This is an optimization exercise on Yosys and OpenROAD, whose aim is small area, a short achievable clock period and few clock cycles per item, not a production implementation.
Where RTL was checked, it was by simulation tests only, not by an equivalence proof against the original.

==> v23 <==
// givens8_cordic
module givens8_cordic
(
	input						clk,
	input						rst_n,
	input						start,
	input		[2:0]			index,
	input		[383:0]		data_in,
	output	[383:0]		data_out,
	output					done
);
	localparam [3:0] K_LAST = 4'd4;	 
	reg		[383:0]		r;			 
	reg		[7:0]			ysn;		 
	reg		[2:0]			idx [0:7];	 
	reg						done_r;
	reg		[3:0]			ka  [0:7];	 
	reg		[3:0]			kb  [0:7];	 
	reg		[7:0]			busy;		 
	reg		[7:0]			pre;		 
	reg		[7:0]			rot;		 
	reg		[7:0]			scl;		 
	assign done = done_r;
	assign data_out = r;
	genvar i;
	wire [7:0] ymsb = ~ysn;
	wire [383:0] lane;
	generate for (i = 0; i < 8; i = i + 1) begin : g_lane
		wire [2:0] pi = idx[i];
		wire sgn = ymsb[pi];
		wire [3:0] kya = ka[i];
		wire [3:0] kxb = kb[i];
		wire signed [23:0] xv = r[24*i +: 24];
		wire signed [23:0] yv = r[192 + 24*i +: 24];
		wire [23:0] ax = pre[i] ? 24'd0 : xv;
		wire [23:0] ay = pre[i] ? 24'd0 : yv;
		wire [23:0] ysh = yv >>> kya;
		wire [23:0] xsh = xv >>> kxb;
		wire [24:0] sx = {ax, 1'b1} + {ysh ^ {24{sgn}}, sgn};
		wire [24:0] sy = {ay, 1'b1} + {xsh ^ {24{~sgn}}, ~sgn};
		assign lane[24*i +: 24]       = sx[24:1];
		assign lane[192 + 24*i +: 24] = sy[24:1];
	end endgenerate
	wire [383:0] ring;
	generate for (i = 0; i < 4; i = i + 1) begin : g_ring
		wire [23:0] e0 = r[24*(2*i)       +: 24];
		wire [23:0] e1 = r[192 + 24*(2*i) +: 24];
		wire [23:0] e2 = r[24*(2*i+1)     +: 24];
		wire [23:0] e3 = r[192 + 24*(2*i+1) +: 24];
		wire [23:0] ps, pc;
		reg  [23:0] qs, qc;
		mulk_csa u_csa (.v(e3), .s(ps), .c(pc));
		always @(posedge clk) begin
			qs <= ps;
			qc <= pc;
		end
		assign ring[24*(2*i)       +: 24] = qs + qc;
		assign ring[192 + 24*(2*i) +: 24] = e0;
		assign ring[24*(2*i+1)     +: 24] = e1;
		assign ring[192 + 24*(2*i+1) +: 24] = e2;
	end endgenerate
	generate for (i = 0; i < 8; i = i + 1) begin : g_pair
		wire go = start & ~busy[i];
		wire [23:0] xd = rot[i] ? lane[24*i +: 24] :
		                 scl[i] ? ring[24*i +: 24] : data_in[24*i +: 24];
		wire [23:0] yd = rot[i] ? lane[192 + 24*i +: 24] :
		                 scl[i] ? ring[192 + 24*i +: 24] : data_in[192 + 24*i +: 24];
		always @(posedge clk) begin
			if (busy[i] | start) begin
				r[24*i +: 24]       <= xd;
				r[192 + 24*i +: 24] <= yd;
				ysn[i]              <= ~yd[23];
			end
		end
		always @(posedge clk or negedge rst_n) begin
  ...
==> module givens8_cordic, before the edit <==
module givens8_cordic
(
	input						clk,
	input						rst_n,
	input						start,
	input		[2:0]			index,
	input		[383:0]		data_in,
	output	[383:0]		data_out,
	output					done
);
	localparam [3:0] K_LAST = 4'd4;	 
	reg		[383:0]		r;			 
	reg		[7:0]			ysn;		 
	reg		[2:0]			idx [0:7];	 
	reg						done_r;
	reg		[3:0]			ka  [0:7];	 
	reg		[3:0]			kb  [0:7];	 
	reg		[7:0]			busy;		 
	reg		[7:0]			pre;		 
	reg		[7:0]			rot;		 
	reg		[7:0]			scl;		 
	assign done = done_r;
	assign data_out = r;
	genvar i;
	wire [7:0] ymsb = ~ysn;
	wire [383:0] lane;
	generate for (i = 0; i < 8; i = i + 1) begin : g_lane
		wire [2:0] pi = idx[i];
		wire sgn = ymsb[pi];
		wire [3:0] kya = ka[i];
		wire [3:0] kxb = kb[i];
		wire signed [23:0] xv = r[24*i +: 24];
		wire signed [23:0] yv = r[192 + 24*i +: 24];
		wire [23:0] ax = pre[i] ? 24'd0 : xv;
		wire [23:0] ay = pre[i] ? 24'd0 : yv;
		wire [23:0] ysh = yv >>> kya;
		wire [23:0] xsh = xv >>> kxb;
		wire [24:0] sx = {ax, 1'b1} + {ysh ^ {24{sgn}}, sgn};
		wire [24:0] sy = {ay, 1'b1} + {xsh ^ {24{~sgn}}, ~sgn};
		assign lane[24*i +: 24]       = sx[24:1];
		assign lane[192 + 24*i +: 24] = sy[24:1];
	end endgenerate
	wire [383:0] ring;
	generate for (i = 0; i < 4; i = i + 1) begin : g_ring
		wire [23:0] e0 = r[24*(2*i)       +: 24];
		wire [23:0] e1 = r[192 + 24*(2*i) +: 24];
		wire [23:0] e2 = r[24*(2*i+1)     +: 24];
		wire [23:0] e3 = r[192 + 24*(2*i+1) +: 24];
		wire [23:0] ps, pc;
		reg  [23:0] qs, qc;
		mulk_csa u_csa (.v(e3), .s(ps), .c(pc));
		always @(posedge clk) begin
			qs <= ps;
			qc <= pc;
		end
		assign ring[24*(2*i)       +: 24] = qs + qc;
		assign ring[192 + 24*(2*i) +: 24] = e0;
		assign ring[24*(2*i+1)     +: 24] = e1;
		assign ring[192 + 24*(2*i+1) +: 24] = e2;
	end endgenerate
	generate for (i = 0; i < 8; i = i + 1) begin : g_pair
		wire go = start & ~busy[i];
		wire [23:0] xd = rot[i] ? lane[24*i +: 24] :
		                 scl[i] ? ring[24*i +: 24] : data_in[24*i +: 24];
		wire [23:0] yd = rot[i] ? lane[192 + 24*i +: 24] :
		                 scl[i] ? ring[192 + 24*i +: 24] : data_in[192 + 24*i +: 24];
		always @(posedge clk) begin
			if (busy[i] | start) begin
				r[24*i +: 24]       <= xd;
				r[192 + 24*i +: 24] <= yd;
				ysn[i]              <= ~yd[23];
			end
		end
		always @(posedge clk or negedge rst_n) begin
			if (!rst_n) begin
				busy[i] <= 1'b0;
				pre[i]  <= 1'b0;
				rot[i]  <= 1'b0;
				scl[i]  <= 1'b0;
				ka[i]   <= 4'd0;
				kb[i]   <= 4'd0;
				idx[i]  <= 3'd0;
			end
			else if (go) begin
				busy[i] <= 1'b1;
				pre[i]  <= 1'b1;
				rot[i]  <= 1'b1;
				scl[i]  <= 1'b0;
				ka[i]   <= 4'd0;
				kb[i]   <= 4'd0;
				idx[i]  <= index;
			end
			else if (busy[i]) begin
				pre[i] <= 1'b0;
				if (!pre[i]) begin
					ka[i] <= ka[i] + 4'd1;
					kb[i] <= kb[i] + 4'd1;
				end
				if (rot[i] && !pre[i] && ka[i] == 4'd15) begin
					rot[i] <= 1'b0;
					scl[i] <= 1'b1;
				end
				if (scl[i] && ka[i] == K_LAST) begin
					busy[i] <= 1'b0;
					scl[i]  <= 1'b0;
				end
			end
		end
	end endgenerate
	always @(posedge clk or negedge rst_n) begin
		if (!rst_n)
			done_r <= 1'b0;
		else if (start & ~busy[0])
			done_r <= 1'b0;
		else if (scl[0] && ka[0] == K_LAST)
			done_r <= 1'b1;
	end
endmodule
Settings: LEC_CHECK=0, CAP_MARGIN=20, CORE_MARGIN=2, CORE_UTILIZATION=40, SLEW_MARGIN=65; clock period 20.0 ns.
standard.sh (not shown) runs the stock make flow with config.mk's settings and CLKGATE_MAP_FILE= SYNTH_SCRIPT=/design/flow/synth_recipe.tcl, a recipe that flattens the netlist after the stock synthesis.
==> flow/flow/run.sh <==
#!/bin/bash
# Standard synthesis (standard.sh synth, unchanged) and the standard ORFS
# layout, with changes only to the cells the layout steps may insert:
# - port buffers are buf_2 (buffer_ports -buffer_cell) instead of the
#   default delay buffer;
# - each layout step marks the delay buffers clkdlybuf4s* don't-use, so the
#   resizer's buffers are ordinary buffers.
set -euo pipefail
bash standard.sh synth > synth.log 2>&1
export BUFFER_PORTS_ARGS="-buffer_cell sky130_fd_sc_hd__buf_2"
H="$PWD/flow/dont_use.tcl"
for step in FLOORPLAN GLOBAL_PLACE RESIZE DETAIL_PLACE REPAIR_TIMING_POST_PLACE CTS GLOBAL_ROUTE DETAIL_ROUTE; do
  export PRE_${step}_TCL="$H"
done
bash standard.sh finish > layout.log 2>&1
==> flow/flow/dont_use.tcl <==
# Sourced at the start of each layout step: keep the resizer from picking the
# slow delay buffers (clkdlybuf4s*) for the buffers it inserts.
set_dont_use [get_lib_cells sky130_fd_sc_hd__clkdlybuf4s*]
==> v25 (differences from v23) <==
--- a/flow/design.v
+++ b/flow/design.v
@@ -311,11 +311,10 @@
 	reg		[383:0]		r;			 
-	reg		[7:0]			ysn;		 
-	reg		[2:0]			idx [0:7];	 
+	reg		[2:0]			idx;
 	reg						done_r;
-	reg		[3:0]			ka  [0:7];	 
-	reg		[3:0]			kb  [0:7];	 
-	reg		[7:0]			busy;		 
-	reg		[7:0]			pre;		 
-	reg		[7:0]			rot;		 
-	reg		[7:0]			scl;		 
+	reg		[3:0]			k   [0:15];	 
+	reg		[15:0]		busy;		 
+	reg		[15:0]		pre;		 
+	reg		[15:0]		rot;		 
+	reg		[15:0]		scl;		 
+	reg		[15:0]		neg;		 
 	assign done = done_r;
@@ -323,20 +322,21 @@
 	genvar i;
-	wire [7:0] ymsb = ~ysn;
+	wire [7:0] imsb;
+	generate for (i = 0; i < 8; i = i + 1) begin : g_msb
+		assign imsb[i] = data_in[192 + 24*i + 23];
+	end endgenerate
 	wire [383:0] lane;
-	generate for (i = 0; i < 8; i = i + 1) begin : g_lane
-		wire [2:0] pi = idx[i];
-		wire sgn = ymsb[pi];
-		wire [3:0] kya = ka[i];
-		wire [3:0] kxb = kb[i];
-		wire signed [23:0] xv = r[24*i +: 24];
-		wire signed [23:0] yv = r[192 + 24*i +: 24];
-		wire [23:0] ax = pre[i] ? 24'd0 : xv;
-		wire [23:0] ay = pre[i] ? 24'd0 : yv;
-		wire [23:0] ysh = yv >>> kya;
-		wire [23:0] xsh = xv >>> kxb;
-		wire [24:0] sx = {ax, 1'b1} + {ysh ^ {24{sgn}}, sgn};
-		wire [24:0] sy = {ay, 1'b1} + {xsh ^ {24{~sgn}}, ~sgn};
-		assign lane[24*i +: 24]       = sx[24:1];
-		assign lane[192 + 24*i +: 24] = sy[24:1];
+	generate for (i = 0; i < 16; i = i + 1) begin : g_lane
+		wire [3:0] kk = k[i];
+		wire signed [23:0] ov = r[24*i +: 24];
+		wire signed [23:0] pv = r[24*(i ^ 8) +: 24];
+		wire [23:0] a = pre[i] ? 24'd0 : ov;
+		wire [23:0] psh = pv >>> kk;
+		wire [24:0] sum = {a, 1'b1} + {psh ^ {24{neg[i]}}, neg[i]};
+		assign lane[24*i +: 24] = sum[24:1];
+	end endgenerate
+	wire [7:0] lmsb;
+	generate for (i = 0; i < 8; i = i + 1) begin : g_lmsb
+		assign lmsb[i] = lane[192 + 24*i + 23];
 	end endgenerate
+	wire snext = lmsb[idx];
 	wire [383:0] ring;
@@ -359,14 +359,9 @@
 	end endgenerate
-	generate for (i = 0; i < 8; i = i + 1) begin : g_pair
+	generate for (i = 0; i < 16; i = i + 1) begin : g_seq
 		wire go = start & ~busy[i];
-		wire [23:0] xd = rot[i] ? lane[24*i +: 24] :
-		                 scl[i] ? ring[24*i +: 24] : data_in[24*i +: 24];
-		wire [23:0] yd = rot[i] ? lane[192 + 24*i +: 24] :
-		                 scl[i] ? ring[192 + 24*i +: 24] : data_in[192 + 24*i +: 24];
+		wire isy = (i >= 8);
 		always @(posedge clk) begin
-			if (busy[i] | start) begin
-				r[24*i +: 24]       <= xd;
-				r[192 + 24*i +: 24] <= yd;
-				ysn[i]              <= ~yd[23];
-			end
+			if (busy[i] | start)
+				r[24*i +: 24] <= rot[i] ? lane[24*i +: 24] :
+				                 scl[i] ? ring[24*i +: 24] : data_in[24*i +: 24];
 		end
@@ -378,5 +373,4 @@
 				scl[i]  <= 1'b0;
-				ka[i]   <= 4'd0;
-				kb[i]   <= 4'd0;
-				idx[i]  <= 3'd0;
+				k[i]    <= 4'd0;
+				neg[i]  <= 1'b0;
 			end
@@ -387,5 +381,4 @@
 				scl[i]  <= 1'b0;
-				ka[i]   <= 4'd0;
-				kb[i]   <= 4'd0;
-				idx[i]  <= index;
+				k[i]    <= 4'd0;
+				neg[i]  <= imsb[index] ^ isy;
 			end
@@ -393,7 +386,5 @@
 				pre[i] <= 1'b0;
-				if (!pre[i]) begin
-					ka[i] <= ka[i] + 4'd1;
-					kb[i] <= kb[i] + 4'd1;
-				end
-				if (rot[i] && !pre[i] && ka[i] == 4'd15) begin
+				neg[i] <= snext ^ isy;
+				if (!pre[i]) k[i] <= k[i] + 4'd1;
+				if (rot[i] && !pre[i] && k[i] == 4'd15) begin
 					rot[i] <= 1'b0;
@@ -401,3 +392,3 @@
 				end
-				if (scl[i] && ka[i] == K_LAST) begin
+				if (scl[i] && k[i] == K_LAST) begin
 					busy[i] <= 1'b0;
@@ -408,2 +399,5 @@
 	end endgenerate
+	always @(posedge clk) begin
+		if (start & ~busy[0]) idx <= index;
+	end
 	always @(posedge clk or negedge rst_n) begin
@@ -413,3 +407,3 @@
 			done_r <= 1'b0;
-		else if (scl[0] && ka[0] == K_LAST)
+		else if (scl[0] && k[0] == K_LAST)
 			done_r <= 1'b1;
==> v20 (differences from v23) <==
--- a/flow/design.v
+++ b/flow/design.v
@@ -311,4 +311,3 @@
 	reg		[383:0]		r;			 
-	reg		[7:0]			ysn;		 
-	reg		[2:0]			idx [0:7];	 
+	reg		[2:0]			idx;
 	reg						done_r;
@@ -320,2 +319,3 @@
 	reg		[7:0]			scl;		 
+	reg		[7:0]			s;			 
 	assign done = done_r;
@@ -323,7 +323,9 @@
 	genvar i;
-	wire [7:0] ymsb = ~ysn;
+	wire [7:0] imsb;
+	generate for (i = 0; i < 8; i = i + 1) begin : g_msb
+		assign imsb[i] = data_in[192 + 24*i + 23];
+	end endgenerate
 	wire [383:0] lane;
 	generate for (i = 0; i < 8; i = i + 1) begin : g_lane
-		wire [2:0] pi = idx[i];
-		wire sgn = ymsb[pi];
+		wire sgn = s[i];
 		wire [3:0] kya = ka[i];
@@ -341,2 +343,7 @@
 	end endgenerate
+	wire [7:0] lmsb;
+	generate for (i = 0; i < 8; i = i + 1) begin : g_lmsb
+		assign lmsb[i] = lane[192 + 24*i + 23];
+	end endgenerate
+	wire snext = lmsb[idx];
 	wire [383:0] ring;
@@ -361,11 +368,8 @@
 		wire go = start & ~busy[i];
-		wire [23:0] xd = rot[i] ? lane[24*i +: 24] :
-		                 scl[i] ? ring[24*i +: 24] : data_in[24*i +: 24];
-		wire [23:0] yd = rot[i] ? lane[192 + 24*i +: 24] :
-		                 scl[i] ? ring[192 + 24*i +: 24] : data_in[192 + 24*i +: 24];
 		always @(posedge clk) begin
 			if (busy[i] | start) begin
-				r[24*i +: 24]       <= xd;
-				r[192 + 24*i +: 24] <= yd;
-				ysn[i]              <= ~yd[23];
+				r[24*i +: 24]       <= rot[i] ? lane[24*i +: 24] :
+				                       scl[i] ? ring[24*i +: 24] : data_in[24*i +: 24];
+				r[192 + 24*i +: 24] <= rot[i] ? lane[192 + 24*i +: 24] :
+				                       scl[i] ? ring[192 + 24*i +: 24] : data_in[192 + 24*i +: 24];
 			end
@@ -380,3 +384,3 @@
 				kb[i]   <= 4'd0;
-				idx[i]  <= 3'd0;
+				s[i]    <= 1'b0;
 			end
@@ -389,3 +393,3 @@
 				kb[i]   <= 4'd0;
-				idx[i]  <= index;
+				s[i]    <= imsb[index];
 			end
@@ -393,2 +397,3 @@
 				pre[i] <= 1'b0;
+				s[i]   <= snext;
 				if (!pre[i]) begin
@@ -408,2 +413,5 @@
 	end endgenerate
+	always @(posedge clk) begin
+		if (start & ~busy[0]) idx <= index;
+	end
 	always @(posedge clk or negedge rst_n) begin
--- a/flow/config.mk
+++ b/flow/config.mk
@@ -10,2 +10,2 @@
 export CORE_UTILIZATION = 40
-export SLEW_MARGIN = 65
+export SLEW_MARGIN = 20
==> summary of the runs <==
Clock skew: v25 is lower than v23 (0.023 ns). The lowest non-clock buffer count belongs to v20, the highest to v25. Sequential cell count: v25 is higher than v23 (19). The lowest cell count belongs to v20, the highest to v25. Fmax: v25 < v20 < v23. The highest die area belongs to v23, the lowest to v20. Between v23 and v20, the lower global-route usage is in v23 (gap 0.83 points).
Testbench counts of v20, summed over its fixed seeds: cycles 73,608, items 3,200.
For v23 and v25, only the layout was checked, not whether the RTL still works.

[static timing again, ports no longer ideal]
No port has a modelled driver above. Below, the same layouts with a new extraction and two added sets of constraints. Step 1 assumes that a clkbuf_16 drives the clock port and a buf_2 every other input. Step 2 adds t to the input delays and takes it off the output delays; t is the mean of the earliest and latest rising clock arrival at the registers after step 1. Input paths then give back, and output paths get back, about the clock's delay inside the block. Three values: no drivers, after step 1, after step 2; two values: the first two.
run	shift t [ns]	setup WS [ns]	worst hold slack (ns)	worst slew at a driven data input, ns	cell pins on the clock port's net
v23	0.835	14.144 / 14.053 / 13.729	0.514 / 0.514 / 0.514	0.26	1
v25	0.837	13.139 / 13.139 / 13.139	0.508 / 0.508 / 0.508	0.22	1
v20	0.801	13.224 / 13.224 / 12.916	0.543 / 0.543 / 0.543	0.23	1
After both steps every run listed still meets setup and hold. The setup slack of v23, which loses most, moves by -0.091 ns with the drivers and by -0.415 ns with both steps.
